Background: an optimization exercise with open tools, aiming at small area and a short achievable clock period. Do not read the settings as production practice. At most, simulation tests tie the RTL to the original design; equivalence was not proved. No activity file was given, so power comes from the tool's default toggle rates.

==> flow/design.v <==
module alu (input [7:0] b, a,
            input [2:0] op,
            input cmp,           
            output reg [7:0] y,
            output eq);          
wire       sub = op[0] | cmp;
wire [7:0] bx  = b ^ {8{sub}};
wire [7:0] p0  = a ^ bx;
wire [7:0] g0  = a & bx;
wire [7:0] g1, p1, g2, p2, g3;
assign g1[0] = g0[0] | (p0[0] & sub);
assign p1[0] = 1'b0;
genvar i;
generate
    for (i = 1; i < 8; i = i + 1)
    begin : l1
        assign g1[i] = g0[i] | (p0[i] & (i == 1 ? g1[0] : g0[i-1]));
        assign p1[i] = p0[i] & p0[i-1];
    end
    for (i = 0; i < 8; i = i + 1)
    begin : l2
        if (i < 2)
        begin : lo
            assign g2[i] = g1[i];
            assign p2[i] = 1'b0;
        end
        else
        begin : hi
            assign g2[i] = g1[i] | (p1[i] & g1[i-2]);
            assign p2[i] = p1[i] & p1[i-2];
        end
    end
    for (i = 0; i < 8; i = i + 1)
    begin : l3
        if (i < 4)
        begin : lo
            assign g3[i] = g2[i];
        end
        else
        begin : hi
            assign g3[i] = g2[i] | (p2[i] & g2[i-4]);
        end
    end
endgenerate
assign eq = &p0;       
wire [7:0] sum = p0 ^ {g3[6:0], sub};
wire [7:0] rsn = (|b[7:3]) ? 8'b0 : (a >> b[2:0]);
always @*
begin
    case (op)
        3'd0: y = a | b;
        3'd1: y = a & b;
        3'd2: y = ~a;
        3'd3: y = a ^ b;
        3'd4, 3'd5: y = sum;
        3'd6: y = b;
        default: y = rsn;
    endcase
end
endmodule
module pc (input clk, reset, jump, freeze,
           input [7:0] jmpaddr,
           output reg [7:0] data);
always @(posedge clk)
begin
    if (reset)
        data <= 8'b0;
    else if (jump)
        data <= jmpaddr;
    else if (!freeze)
        data <= data + 8'd1;
end
endmodule
module regfile (input clk, reset, we,
                input [1:0] wsel, rsel1, rsel2,
                input [7:0] wdata,
                output [7:0] read1, read2, v1, v2);
reg [7:0] r0, r1, r2, r3;
wire [7:0] d = reset ? 8'b0 : wdata;
always @(posedge clk)
begin
    if (reset || (we && wsel == 2'd0)) r0 <= d;
    if (reset || (we && wsel == 2'd1)) r1 <= d;
    if (reset || (we && wsel == 2'd2)) r2 <= d;
    if (reset || (we && wsel == 2'd3)) r3 <= d;
end
function [7:0] sel4(input [1:0] s, input [7:0] x0, x1, x2, x3);
    case (s)
        2'd0: sel4 = x0;
        2'd1: sel4 = x1;
        2'd2: sel4 = x2;
        default: sel4 = x3;
    endcase
endfunction
assign read1 = sel4(rsel1, r0, r1, r2, r3);
assign read2 = sel4(rsel2, r0, r1, r2, r3);
assign v1    = reset ? 8'b0 : r0;
assign v2    = reset ? 8'b0 : r1;
endmodule
module control (input clk, reset, interrupt,
                input [7:0] datamem_data, datamem_address, usermem_data_in,
                input [7:0] read1, read2, alu_out,
                input eq,
                output [1:0] rsel1, rsel2, wsel,
                output we,
                output [7:0] wdata,
                output reg [7:0] usermem_address, usermem_data_out, pc_jmpaddr,
                output reg rw,
                output pc_jump, pc_freeze);
localparam S0   = 3'd0;   
localparam S1   = 3'd1;   
localparam S2J  = 3'd2;   
localparam S2S  = 3'd3;   
localparam S3   = 3'd4;   
localparam S4   = 3'd5;   
localparam S56  = 3'd6;   
reg [2:0] stage;
reg [7:0] sp;
reg [7:0] regdata;           
reg [3:0] ins;               
wire [7:0] dd = datamem_data;
wire [3:0] hi = dd[7:4];
wire s0  = (stage == S0);
wire s1  = (stage == S1);
wire s4  = (stage == S4);
wire s56 = (stage == S56);
wire run = !interrupt && !reset;
wire rst = !interrupt && reset;   
wire op_alu  = !dd[7];
wire op_jmp  = (hi == 4'h9);
wire op_call = (hi == 4'ha);
wire op_b    = (hi == 4'hb);
wire op_rts  = op_b && dd[3:0] == 4'h0;
wire op_stsp = op_b && dd[3:0] == 4'h1;
wire op_pop  = op_b && dd[3:0] == 4'h2;
wire op_ldsp = op_b && dd[3:0] == 4'h4;
wire op_push = op_b && dd[3:0] == 4'h8;
wire op_ieq  = (hi == 4'hc);
wire op_ine  = (hi == 4'hd);
wire op_two  = dd[7] && !dd[4] && !dd[5] && !dd[6] || (hi == 4'he) || (hi == 4'hf);
wire ins_ld  = (ins[3:2] == 2'b00);
wire ins_st  = (ins[3:2] == 2'b10);
wire ins_lum = (ins[3:2] == 2'b11);
assign rsel1 = dd[3:2];
assign rsel2 = dd[1:0];
assign wsel  = s1 ? ins[1:0] : dd[1:0];
assign pc_jump   = (stage == S2J) || s4;
assign pc_freeze = s56;
assign we    = !interrupt && ((s0 && (op_alu || op_stsp)) || (s1 && !ins_st));
assign wdata = s1 ? (ins_ld ? dd : regdata) : (dd[7] ? sp : alu_out);
wire       sp_dec = dd[4] && !dd[3];         
wire [7:0] sp_x   = sp ^ {8{sp_dec}};    
wire [7:0] sp_t;
assign sp_t[0] = 1'b1;
genvar k;
generate
    for (k = 1; k < 8; k = k + 1)
    begin : spt
        assign sp_t[k] = sp_t[k-1] & sp_x[k-1];
    end
endgenerate
wire [7:0] sp_pm  = sp ^ sp_t;
always @(posedge clk)
begin
    ins <= {dd[5:4], dd[1:0]};
    if (!interrupt && s0)
        usermem_data_out <= (!dd[6] && !dd[4]) ? datamem_address : read1;
    if (interrupt || reset || (s0 && (op_jmp || op_call)) || s4)
        pc_jmpaddr <= interrupt ? 8'hfd : reset ? 8'h00 : s4 ? usermem_data_in : read2;
    if (rst || (run && ((s0 && (op_alu || op_stsp)) || (s1 && ins_ld) || s56)))
        regdata <= reset ? 8'h00 : s56 ? usermem_data_in : wdata;
    if (rst || (run && s0 && (op_call || op_rts || op_pop || op_push || op_ldsp)))
        sp <= reset ? 8'h00 : op_ldsp ? read1 : sp_pm;
    if (rst || (run && ((s0 && (op_call || op_rts || op_pop || op_push)) || (s1 && !ins_ld))))
        usermem_address <= reset ? 8'h00 : s1 ? dd : op_push ? sp_pm : sp;
    if (!interrupt)
        rw <= !reset && ((s0 && (op_call || op_push)) || (s1 && ins_st));
    if (interrupt || reset)
        stage <= S2J;
    else
        case (stage)
        S0:
            if (op_jmp || op_call)                stage <= S2J;
            else if (op_rts)                      stage <= S4;
            else if (op_pop)                      stage <= S56;
            else if ((op_ieq && eq) || (op_ine && !eq)) stage <= S3;
            else if (op_two)                      stage <= S1;
            else                                  stage <= S0;
        S1:  stage <= ins_lum ? S56 : S0;
        S3:  stage <= (hi <= 4'hd) ? S0 : S2S;
        S4:  stage <= S2J;
        default: stage <= S0;     
        endcase
end
endmodule
module cpu(input clk, reset, interrupt,
           input [7:0] datamem_data, usermem_data_in,
           output [7:0] datamem_address, usermem_address, usermem_data_out,
           output rw,
           output [7:0] v1, v2);
    wire [1:0] rsel1, rsel2, wsel;
    wire [7:0] pc_jumpaddr, wdata, read1, read2, alu_out;
    wire we, pc_jump, pc_freeze, eq;
    pc pc0(clk, reset, pc_jump, pc_freeze, pc_jumpaddr, datamem_address);
    regfile reg0(clk, reset, we, wsel, rsel1, rsel2, wdata, read1, read2, v1, v2);
    alu alu0(read1, read2, datamem_data[6:4], datamem_data[7], alu_out, eq);
    control cntrl0(clk, reset, interrupt, datamem_data, datamem_address, usermem_data_in,
                   read1, read2, alu_out, eq, rsel1, rsel2, wsel, we, wdata,
                   usermem_address, usermem_data_out, pc_jumpaddr, rw, pc_jump, pc_freeze);
endmodule
Settings: LEC_CHECK=0, CAP_MARGIN=20, CORE_MARGIN=2, CORE_UTILIZATION=55, CTS_BUF_LIST=sky130_fd_sc_hd__clkbuf_8, CTS_CLUSTER_SIZE=30, PLACE_DENSITY=0.8, SETUP_SLACK_MARGIN=4.3, SLEW_MARGIN=20; clock period 8.5 ns.
standard.sh (not shown) runs the stock make flow with config.mk's settings and CLKGATE_MAP_FILE= SYNTH_SCRIPT=/design/flow/synth_recipe.tcl, a recipe that flattens the netlist after the stock synthesis.
==> flow/flow/run.sh <==
#!/bin/bash
# The standard layout (the standard.sh) with two changes: the port
# buffers are plain buf cells instead of the default delay-buffer cell, and
# Yosys does not map adders to the library's fixed half/full-adder cells
# (ABC maps that logic with the rest). Registers are untouched. ORFS writes
# each step's full log under orfs/logs; make's output goes to layout.log.
set -euo pipefail
bash standard.sh "ADDER_MAP_FILE=" "BUFFER_PORTS_ARGS=-buffer_cell sky130_fd_sc_hd__buf_2" finish > layout.log 2>&1
Next try:
--- a/flow/design.v
+++ b/flow/design.v
@@ -1,12 +1,10 @@
 module alu (input [7:0] b, a,
             input [2:0] op,
-            input cmp,           
-            output reg [7:0] y,
-            output eq);          
-wire       sub = op[0] | cmp;
+            output reg [7:0] y);
+wire       sub = op[0];
 wire [7:0] bx  = b ^ {8{sub}};
 wire [7:0] p0  = a ^ bx;
 wire [7:0] g0  = a & bx;
 wire [7:0] g1, p1, g2, p2, g3;
 assign g1[0] = g0[0] | (p0[0] & sub);
 assign p1[0] = 1'b0;
@@ -39,13 +37,12 @@
         else
         begin : hi
             assign g3[i] = g2[i] | (p2[i] & g2[i-4]);
         end
     end
 endgenerate
-assign eq = &p0;       
 wire [7:0] sum = p0 ^ {g3[6:0], sub};
 wire [7:0] rsn = (|b[7:3]) ? 8'b0 : (a >> b[2:0]);
 always @*
 begin
     case (op)
         3'd0: y = a | b;
@@ -97,13 +94,12 @@
 assign v1    = reset ? 8'b0 : r0;
 assign v2    = reset ? 8'b0 : r1;
 endmodule
 module control (input clk, reset, interrupt,
                 input [7:0] datamem_data, datamem_address, usermem_data_in,
                 input [7:0] read1, read2, alu_out,
-                input eq,
                 output [1:0] rsel1, rsel2, wsel,
                 output we,
                 output [7:0] wdata,
                 output reg [7:0] usermem_address, usermem_data_out, pc_jmpaddr,
                 output reg rw,
                 output pc_jump, pc_freeze);
@@ -123,12 +119,13 @@
 wire s0  = (stage == S0);
 wire s1  = (stage == S1);
 wire s4  = (stage == S4);
 wire s56 = (stage == S56);
 wire run = !interrupt && !reset;
 wire rst = !interrupt && reset;   
+wire eq  = (read1 == read2);
 wire op_alu  = !dd[7];
 wire op_jmp  = (hi == 4'h9);
 wire op_call = (hi == 4'ha);
 wire op_b    = (hi == 4'hb);
 wire op_rts  = op_b && dd[3:0] == 4'h0;
 wire op_stsp = op_b && dd[3:0] == 4'h1;
@@ -197,14 +194,14 @@
            input [7:0] datamem_data, usermem_data_in,
            output [7:0] datamem_address, usermem_address, usermem_data_out,
            output rw,
            output [7:0] v1, v2);
     wire [1:0] rsel1, rsel2, wsel;
     wire [7:0] pc_jumpaddr, wdata, read1, read2, alu_out;
-    wire we, pc_jump, pc_freeze, eq;
+    wire we, pc_jump, pc_freeze;
     pc pc0(clk, reset, pc_jump, pc_freeze, pc_jumpaddr, datamem_address);
     regfile reg0(clk, reset, we, wsel, rsel1, rsel2, wdata, read1, read2, v1, v2);
-    alu alu0(read1, read2, datamem_data[6:4], datamem_data[7], alu_out, eq);
+    alu alu0(read1, read2, datamem_data[6:4], alu_out);
     control cntrl0(clk, reset, interrupt, datamem_data, datamem_address, usermem_data_in,
-                   read1, read2, alu_out, eq, rsel1, rsel2, wsel, we, wdata,
+                   read1, read2, alu_out, rsel1, rsel2, wsel, we, wdata,
                    usermem_address, usermem_data_out, pc_jumpaddr, rw, pc_jump, pc_freeze);
 endmodule
Result: The new run completed with no timing, DRC or antenna violations. Hold slack is better by 0.012 ns. Synthesized cell count is about the same. Worst setup slack got worse by 0.36 ns. Critical path depth goes down by 1. Count of clock-buffer cells in the layout does not change. Via count shrinks by 1.3%. Global-route usage came out lower by 0.47 points. Sequential power decreases by about 1%. Design area increases by 2.1%.
Only the layout flow was run in the first run of this note; the RTL was not checked for function there.

## afterwards: timing with drivers on the ports
The results above use ideal ports. As a check the final layouts listed here were re-extracted and re-timed, cells and wires unchanged. Step 1 sets driving cells, clkbuf_16 on the clock port and buf_2 on the other inputs (assumed; they add their load-dependent delay and slew). Step 2 moves the port delays by t, midway between the first and last clock arrival at a register: inputs arrive t later, outputs are due t later. That takes back most of the time a late clock gives input paths. Three values: no drivers, after step 1, after step 2; two values: the first two.
run	t, ns	slack for setup (ns)	worst data-port slew with drivers (ns)	cell pins on the clock port's net
the first run	0.416	4.342 / 4.296 / 3.880	0.08	1
the second run	0.417	3.985 / 3.924 / 3.507	0.09	1
After both steps setup and hold are still met in every run listed. For the second run, which loses most, drivers alone change the setup slack by -0.061 ns; drivers and shift together by -0.478 ns.
